This is an optimization exercise on Yosys and OpenROAD, whose aim is small area, a short achievable clock period and few clock cycles per item, not a production implementation. In this exercise RTL edits were held to simulation tests only and were not proved equivalent to the original. Power figures rest on the tool's default switching activity, not on a simulated workload.

==> 10-25: inputs <==
==> flow/design.v (excerpt) <==
module mul (
    input wire clk,
    input wire reset,
    input wire rd_en,
    input wire wr_en,
    input wire [31:0] wr_data_1,
    input wire [31:0] wr_data_2,
    output wire [63:0] rd_data,
    output reg wr_ready,
    output reg rd_ready,
    output reg rd_val
);
==> flow/config.mk <==
export PLATFORM = sky130hd
export DESIGN_NAME = mul
export DESIGN_NICKNAME = mul
export VERILOG_FILES = /design/flow/design.v
export SDC_FILE = /design/flow/constraint.sdc
export NUM_CORES = 4
export LEC_CHECK = 0
export ABC_AREA = 1
export CAP_MARGIN = 20
export CORE_MARGIN = 2
export CORE_UTILIZATION = 40
export CTS_CLUSTER_DIAMETER = 120
export CTS_CLUSTER_SIZE = 26
export SLEW_MARGIN = 20
export SYNTH_HIERARCHICAL = 1
==> flow/constraint.sdc <==
create_clock -name core_clock -period 11.0 [get_ports {clk}]
set_input_delay 2.2000 -clock core_clock [delete_from_list [all_inputs] [get_ports {clk}]]
set_output_delay 2.2000 -clock core_clock [all_outputs]
set_load 0.01 [all_outputs]
standard.sh (not shown) runs the stock make flow with config.mk's settings and CLKGATE_MAP_FILE= SYNTH_SCRIPT=/design/flow/synth_recipe.tcl, a recipe that flattens the netlist after the stock synthesis.
==> flow/flow/run.sh <==
#!/bin/bash
set -euo pipefail
MARGIN=7.5
bash standard.sh SETUP_SLACK_MARGIN=$MARGIN \
  "BUFFER_PORTS_ARGS=-buffer_cell sky130_fd_sc_hd__buf_2" \
  finish > standard_flow.log 2>&1
==> 08-06 (differences from 10-25) <==
CTS_CLUSTER_DIAMETER = 110   (was 120)
CTS_CLUSTER_SIZE = 22   (was 26)
TNS_END_PERCENT = 10   (was default)
==> 02-18 (differences from 10-25) <==
--- a/flow/flow/run.sh
+++ b/flow/flow/run.sh
@@ -2,3 +2,3 @@
 set -euo pipefail
-MARGIN=7.5
+MARGIN=7.44
 bash standard.sh SETUP_SLACK_MARGIN=$MARGIN \
CTS_CLUSTER_DIAMETER = 110   (was 120)
CTS_CLUSTER_SIZE = 22   (was 26)
==> 02-12 (differences from 10-25) <==
--- a/flow/flow/run.sh
+++ b/flow/flow/run.sh
@@ -2,3 +2,3 @@
 set -euo pipefail
-MARGIN=7.5
+MARGIN=7.56
 bash standard.sh SETUP_SLACK_MARGIN=$MARGIN \
CTS_CLUSTER_DIAMETER = 110   (was 120)
CTS_CLUSTER_SIZE = 22   (was 26)
==> summary of the runs <==
First-iteration DRC count, highest first: 02-12, 08-06, 02-18, 10-25. Combinational power is about the same in 08-06 and 02-12. Against 02-18, the non-clock buffer count of 10-25 is higher by 8. In 08-06 the sequential share of layout area is lower than in 02-18, by 0.099 points. 10-25 completed with no timing, DRC or antenna violations. 08-06 completed with no timing, DRC or antenna violations. 02-12 went through all stages and came out clean. 02-18 completed with no timing, DRC or antenna violations. Wire length: 08-06 > 02-12 > 10-25 > 02-18. Synthesized area is the same in 02-18 and 10-25. In final area, 08-06 and 10-25 hardly differ. In 08-06 the clock power is larger than in 10-25, by about 8%.
Testbench counts of 10-25, summed over its fixed seeds: cycles 536, items 512.
Testbench counts of 08-06, summed over its fixed seeds: cycles 536, items 512.
Testbench counts of 02-18, summed over its fixed seeds: cycles 536, items 512.
Testbench counts of 02-12, summed over its fixed seeds: cycles 536, items 512.

==> 07-16 <==
Starting RTL as in the previous note.
==> flow/design.v (excerpt) <==
module mul (
    input wire clk,
    input wire reset,
    input wire rd_en,
    input wire wr_en,
    input wire [31:0] wr_data_1,
    input wire [31:0] wr_data_2,
    output wire [63:0] rd_data,
    output reg wr_ready,
    output reg rd_ready,
    output reg rd_val
);
Settings: LEC_CHECK=0, ABC_AREA=1, CAP_MARGIN=20, CORE_MARGIN=2, CORE_UTILIZATION=40, CTS_CLUSTER_DIAMETER=100, CTS_CLUSTER_SIZE=20, SLEW_MARGIN=20, SYNTH_HIERARCHICAL=1; clock period 11.0 ns.
==> flow/flow/run.sh <==
#!/bin/bash
set -euo pipefail
MARGIN=7.5
bash standard.sh SETUP_SLACK_MARGIN=$MARGIN \
  "BUFFER_PORTS_ARGS=-buffer_cell sky130_fd_sc_hd__buf_2" \
  finish > standard_flow.log 2>&1
==> 09-14: changes against 07-16 <==
--- a/flow/config.mk
+++ b/flow/config.mk
@@ -11,4 +11,5 @@
 export CORE_UTILIZATION = 40
-export CTS_CLUSTER_DIAMETER = 100
-export CTS_CLUSTER_SIZE = 20
+export CTS_CLUSTER_DIAMETER = 110
+export CTS_CLUSTER_SIZE = 22
+export PLACE_DENSITY = 0.5
 export SLEW_MARGIN = 20
==> 11-12: changes against 07-16 <==
--- a/flow/config.mk
+++ b/flow/config.mk
@@ -11,5 +11,6 @@
 export CORE_UTILIZATION = 40
-export CTS_CLUSTER_DIAMETER = 100
-export CTS_CLUSTER_SIZE = 20
+export CTS_CLUSTER_DIAMETER = 110
+export CTS_CLUSTER_SIZE = 22
 export SLEW_MARGIN = 20
 export SYNTH_HIERARCHICAL = 1
+export TNS_END_PERCENT = 0
==> results.txt <==
- Clock share of power: 6.6%
- Multi-input combinational area share: 57.95%
- Multi-input gate count: ~2,300
- Global-route wire length before repair: between 150 and 200 mm
- Combinational cell power: just under 10,000 µW
- Total track usage: 23.74%
- R2r setup slk: roughly 7400 ps
- Crit path from: a1_n[17]
- Max-Slew Margin vs Limit: approximately 36%
- Nets@finish: approximately 3,900
- First-iteration detailed-routing DRC count: 3,090
- Clk_skew: between 30 and 40 ps
- CP max stage cell: fa_1
- Switching Power: about 6600 µW
- Signal buffers: 243
- Met1 Track Usage GR: between 30% and 40%
- Final Cycle Share: around 33%
- PD cells: 352.7 mW/mm²
- Status: finished clean
-- figures above: 11-12

==> results.txt <==
- Signal buffers: about 240
- Total track usage: 24.02%
- Multi-input combinational area share: between 50 and 60%
- Clock share of power: between 6 and 7%
- Combinational cell power: ~10,000 µW
- Clk_skew: between 30 and 40 ps
- Crit path from: e1_n[2]
- Status: finished clean
- Met1 Track Usage GR: 31.08%
- CP max stage cell: fa_2
- Max-Slew Margin vs Limit: between 30% and 40%
- Nets@finish: 3,857
- Global-route wire length before repair: approximately 170 mm
- R2r setup slk: ~7500 ps
- Switching Power: 6771 µW
-- figures above: 07-16

==> results.txt <==
- Status: finished clean
- PD cells: between 300 and 400 mW/mm²
- Multi-input gate count: roughly 2,300
- R2r setup slk: roughly 7500 ps
- Met1 Track Usage GR: about a third
- Multi-input combinational area share: 57.51%
- Combinational cell power: slightly above 10,000 µW
- CP max stage cell: fa_2
- Switching Power: roughly 7000 µW
- Global-route wire length before repair: 177.0 mm
- Final Cycle Share: 31.78%
- Max-Slew Margin vs Limit: 33.83%
- First-iteration detailed-routing DRC count: 2,703
- Clock share of power: under 10%
-- figures above: 09-14

Testbench counts of 07-16, summed over its fixed seeds: cycles 536, items 512.
Testbench counts of 09-14, summed over its fixed seeds: cycles 536, items 512.
Testbench counts of 11-12, summed over its fixed seeds: cycles 536, items 512.

==> build 18: inputs <==
Another version of the RTL of mul (not shown whole).
Settings: LEC_CHECK=0, ABC_AREA=1, CAP_MARGIN=20, CORE_MARGIN=2, CORE_UTILIZATION=40, CTS_CLUSTER_DIAMETER=110, CTS_CLUSTER_SIZE=22, SLEW_MARGIN=20, SYNTH_HIERARCHICAL=1; clock period 11.0 ns.
Scripts as last shown in full above: flow/flow/run.sh
==> trial 14: changes against build 18 <==
- CTS_BUF_LIST: unset -> sky130_fd_sc_hd__clkbuf_8
- CTS_CLUSTER_DIAMETER: 110 -> unset
- CTS_CLUSTER_SIZE: 22 -> 24
==> trial 59: changes against build 18 <==
- CTS_CLUSTER_DIAMETER: 110 -> 150
- CTS_CLUSTER_SIZE: 22 -> 30
==> impl_metrics.yaml <==
final_layout:
  fin_area_sq_um: 38750
  seqCellArea_sq_um: 11720
  finalNetCount: 3830
  fill_cells: 8175
  fin_cells: 4345
  drive_above_1_share_pct: 10.51
grt:
  antenna_found_initial: 2
  grtUsageMet2_pct: 35.24
timing:
  slew_headroom_pct: 47.09
  fmax_mhz: 284.5
  final.setup_skew_ns: 0.04536
status:
  status: "complete, no violations"
routing:
  viasPerCell: 5.974
  drt_iter0_drc: 3036
  wl_met3_um: 14870
pwr:
  leakage_nw: 15.51
  powerDensity_nw_per_um2: 352.7
setup_path:
  r2r_setup_slack_ns: 7.48
  endpoint: "cs2[81]"
clocking:
  cts-root-buf: "clkbuf_16"
# the run above: trial 59

==> impl_metrics.yaml <==
final_layout:
  fill_cells: 8150
  drive_above_1_share_pct: 10.84
  fin_area_sq_um: 38960
  finalNetCount: 3839
  fin_cells: 4360
timing:
  fmax_mhz: 286.5
  final.setup_skew_ns: 0.04467
clocking:
  cts-root-buf: "clkbuf_16"
setup_path:
  endpoint: "cs2[101]"
grt:
  antenna_found_initial: 3
min_path:
  hold_path_class: "flop to flop"
routing:
  drt_iter0_drc: 3144
  wl_met3_um: 14820
status:
  status: "complete, no violations"
# the run above: build 18

==> impl_metrics.yaml <==
routing:
  drt_iter0_drc: 3339
  viasPerCell: 5.910
pwr:
  p_clk_w: 0.00141
  powerDensity_nw_per_um2: 358.8
  leakage_nw: 16.08
timing:
  fmax_mhz: 283.2
  final.setup_skew_ns: 0.03654
  slew_headroom_pct: 31.26
grt:
  antenna_found_initial: 5
  grtUsageMet2_pct: 35.31
setup_path:
  endpoint: "cs2[81]"
  cpMostUsedCell: "fa_1"
  r2r_setup_slack_ns: 7.47
final_layout:
  seqCellArea_sq_um: 11720
  fill_cells: 8119
  fin_cells: 4446
  fin_area_sq_um: 39690
  drive_above_1_share_pct: 12.63
  finalNetCount: 3885
status:
  status: "complete, no violations"
clocking:
  cts-root-buf: "clkbuf_8"
# the run above: trial 14

Testbench counts of build 18, summed over its fixed seeds: cycles 536, items 512.
Testbench counts of trial 14, summed over its fixed seeds: cycles 536, items 512.
Testbench counts of trial 59, summed over its fixed seeds: cycles 536, items 512.

==> job 8860 <==
mul with an RTL version that a note above also has.
export LEC_CHECK = 0
export ABC_AREA = 1
export CAP_MARGIN = 20
export CORE_MARGIN = 2
export CORE_UTILIZATION = 40
export CTS_CLUSTER_DIAMETER = 110
export CTS_CLUSTER_SIZE = 22
export SLEW_MARGIN = 20
export SYNTH_HIERARCHICAL = 1
create_clock -name core_clock -period 11.0 [get_ports {clk}]
Scripts as last shown in full above: flow/flow/run.sh
==> job 2412: changes against job 8860 <==
--- a/flow/config.mk
+++ b/flow/config.mk
@@ -12,4 +12,5 @@
 export CTS_CLUSTER_DIAMETER = 110
 export CTS_CLUSTER_SIZE = 22
+export PLACE_DENSITY = 0.75
 export SLEW_MARGIN = 20
 export SYNTH_HIERARCHICAL = 1
==> job 5442: changes against job 8860 <==
--- a/flow/config.mk
+++ b/flow/config.mk
@@ -7,9 +7,9 @@
 export LEC_CHECK = 0
 export ABC_AREA = 1
-export CAP_MARGIN = 20
+export CAP_MARGIN = 5
 export CORE_MARGIN = 2
 export CORE_UTILIZATION = 40
 export CTS_CLUSTER_DIAMETER = 110
 export CTS_CLUSTER_SIZE = 22
-export SLEW_MARGIN = 20
+export SLEW_MARGIN = 5
 export SYNTH_HIERARCHICAL = 1
==> summary.txt <==
Run status
  • Result of the run: no timing/DRC/antenna violations

Power and ir drop
  • Relative contribution of the clock network to total power: between 6 and 7%
  • Seq group: ~3.0 mW

Final layout
  • Register fraction of the total cell area: 30.18%
  • Clock network share of area: 1.656%

STA
  • Final min period: 3.538 ns

Global route
  • Largest net degree at the start of global routing: just over 80
  • Global-route met1 utilization: 27.35%
-- figures above: job 2412

==> summary.txt <==
Global route
  • Global-route met1 utilization: 31.07%
  • Largest net degree at the start of global routing: 67

STA
  • Final min period: 3.463 ns

Run status
  • Result of the run: no timing/DRC/antenna violations

Power and ir drop
  • Relative contribution of the clock network to total power: 6.8%

Final layout
  • Clock network share of area: 1.830%
  • Register fraction of the total cell area: 30.13%
-- figures above: job 8860

==> summary.txt <==
Global route
  • Largest net degree at the start of global routing: 81
  • Global-route met1 utilization: between 30% and 40%

Run status
  • Result of the run: no timing/DRC/antenna violations

Power and ir drop
  • Seq group: 3.03 mW
  • Relative contribution of the clock network to total power: 6.7%

Final layout
  • Clock network share of area: 1.776%
  • Register fraction of the total cell area: approximately 30%

Place
  • Placed insts: 4,313
  • Count of input and output buffers: 134
-- figures above: job 5442

Testbench counts of job 8860, summed over its fixed seeds: cycles 536, items 512.
Testbench counts of job 2412, summed over its fixed seeds: cycles 536, items 512.
Testbench counts of job 5442, summed over its fixed seeds: cycles 536, items 512.

-- port drivers added, routing unchanged --
Ports are ideal in the flow. The routed layouts listed here were re-timed in OpenROAD.
Step 1, drivers: a clkbuf_16 drives clk and a buf_2 each remaining input, both assumed.
Step 2 moves the port delays by t, midway between the first and last clock arrival at a register: inputs arrive t later, outputs are due t later. That takes back most of the time a late clock gives input paths.
a / b / c = ideal / step 1 / step 2; a / b = the first two.
| run | t, ns | setup WS [ns] | worst slew at a driven data input, ns |
|---|---|---|---|
| 10-25 | 0.651 | 7.496 / 7.496 / 7.051 | 0.07 |
| 08-06 | 0.667 | 7.433 / 7.370 / 6.992 | 0.07 |
| 02-18 | 0.656 | 7.441 / 7.418 / 7.026 | 0.07 |
| 02-12 | 0.653 | 7.549 / 7.539 / 7.168 | 0.07 |
| 07-16 | 0.658 | 7.509 / 7.509 / 7.047 | 0.07 |
| 09-14 | 0.684 | 7.505 / 7.505 / 6.998 | 0.07 |
| 11-12 | 0.669 | 7.402 / 7.374 / 7.011 | 0.07 |
| build 18 | 0.659 | 7.510 / 7.468 / 7.114 | 0.12 |
| trial 14 | 0.732 | 7.470 / 7.470 / 7.005 | 0.11 |
| trial 59 | 0.625 | 7.485 / 7.439 / 7.103 | 0.12 |
| job 8860 | 0.653 | 7.537 / 7.537 / 7.040 | 0.08 |
| job 2412 | 0.651 | 7.462 / 7.462 / 7.220 | 0.10 |
| job 5442 | 0.655 | 7.517 / 7.517 / 6.969 | 0.07 |
After both steps every run listed still meets setup and hold. For job 5442, which loses most, drivers alone change the setup slack by 0.000 ns; drivers and shift together by -0.548 ns.
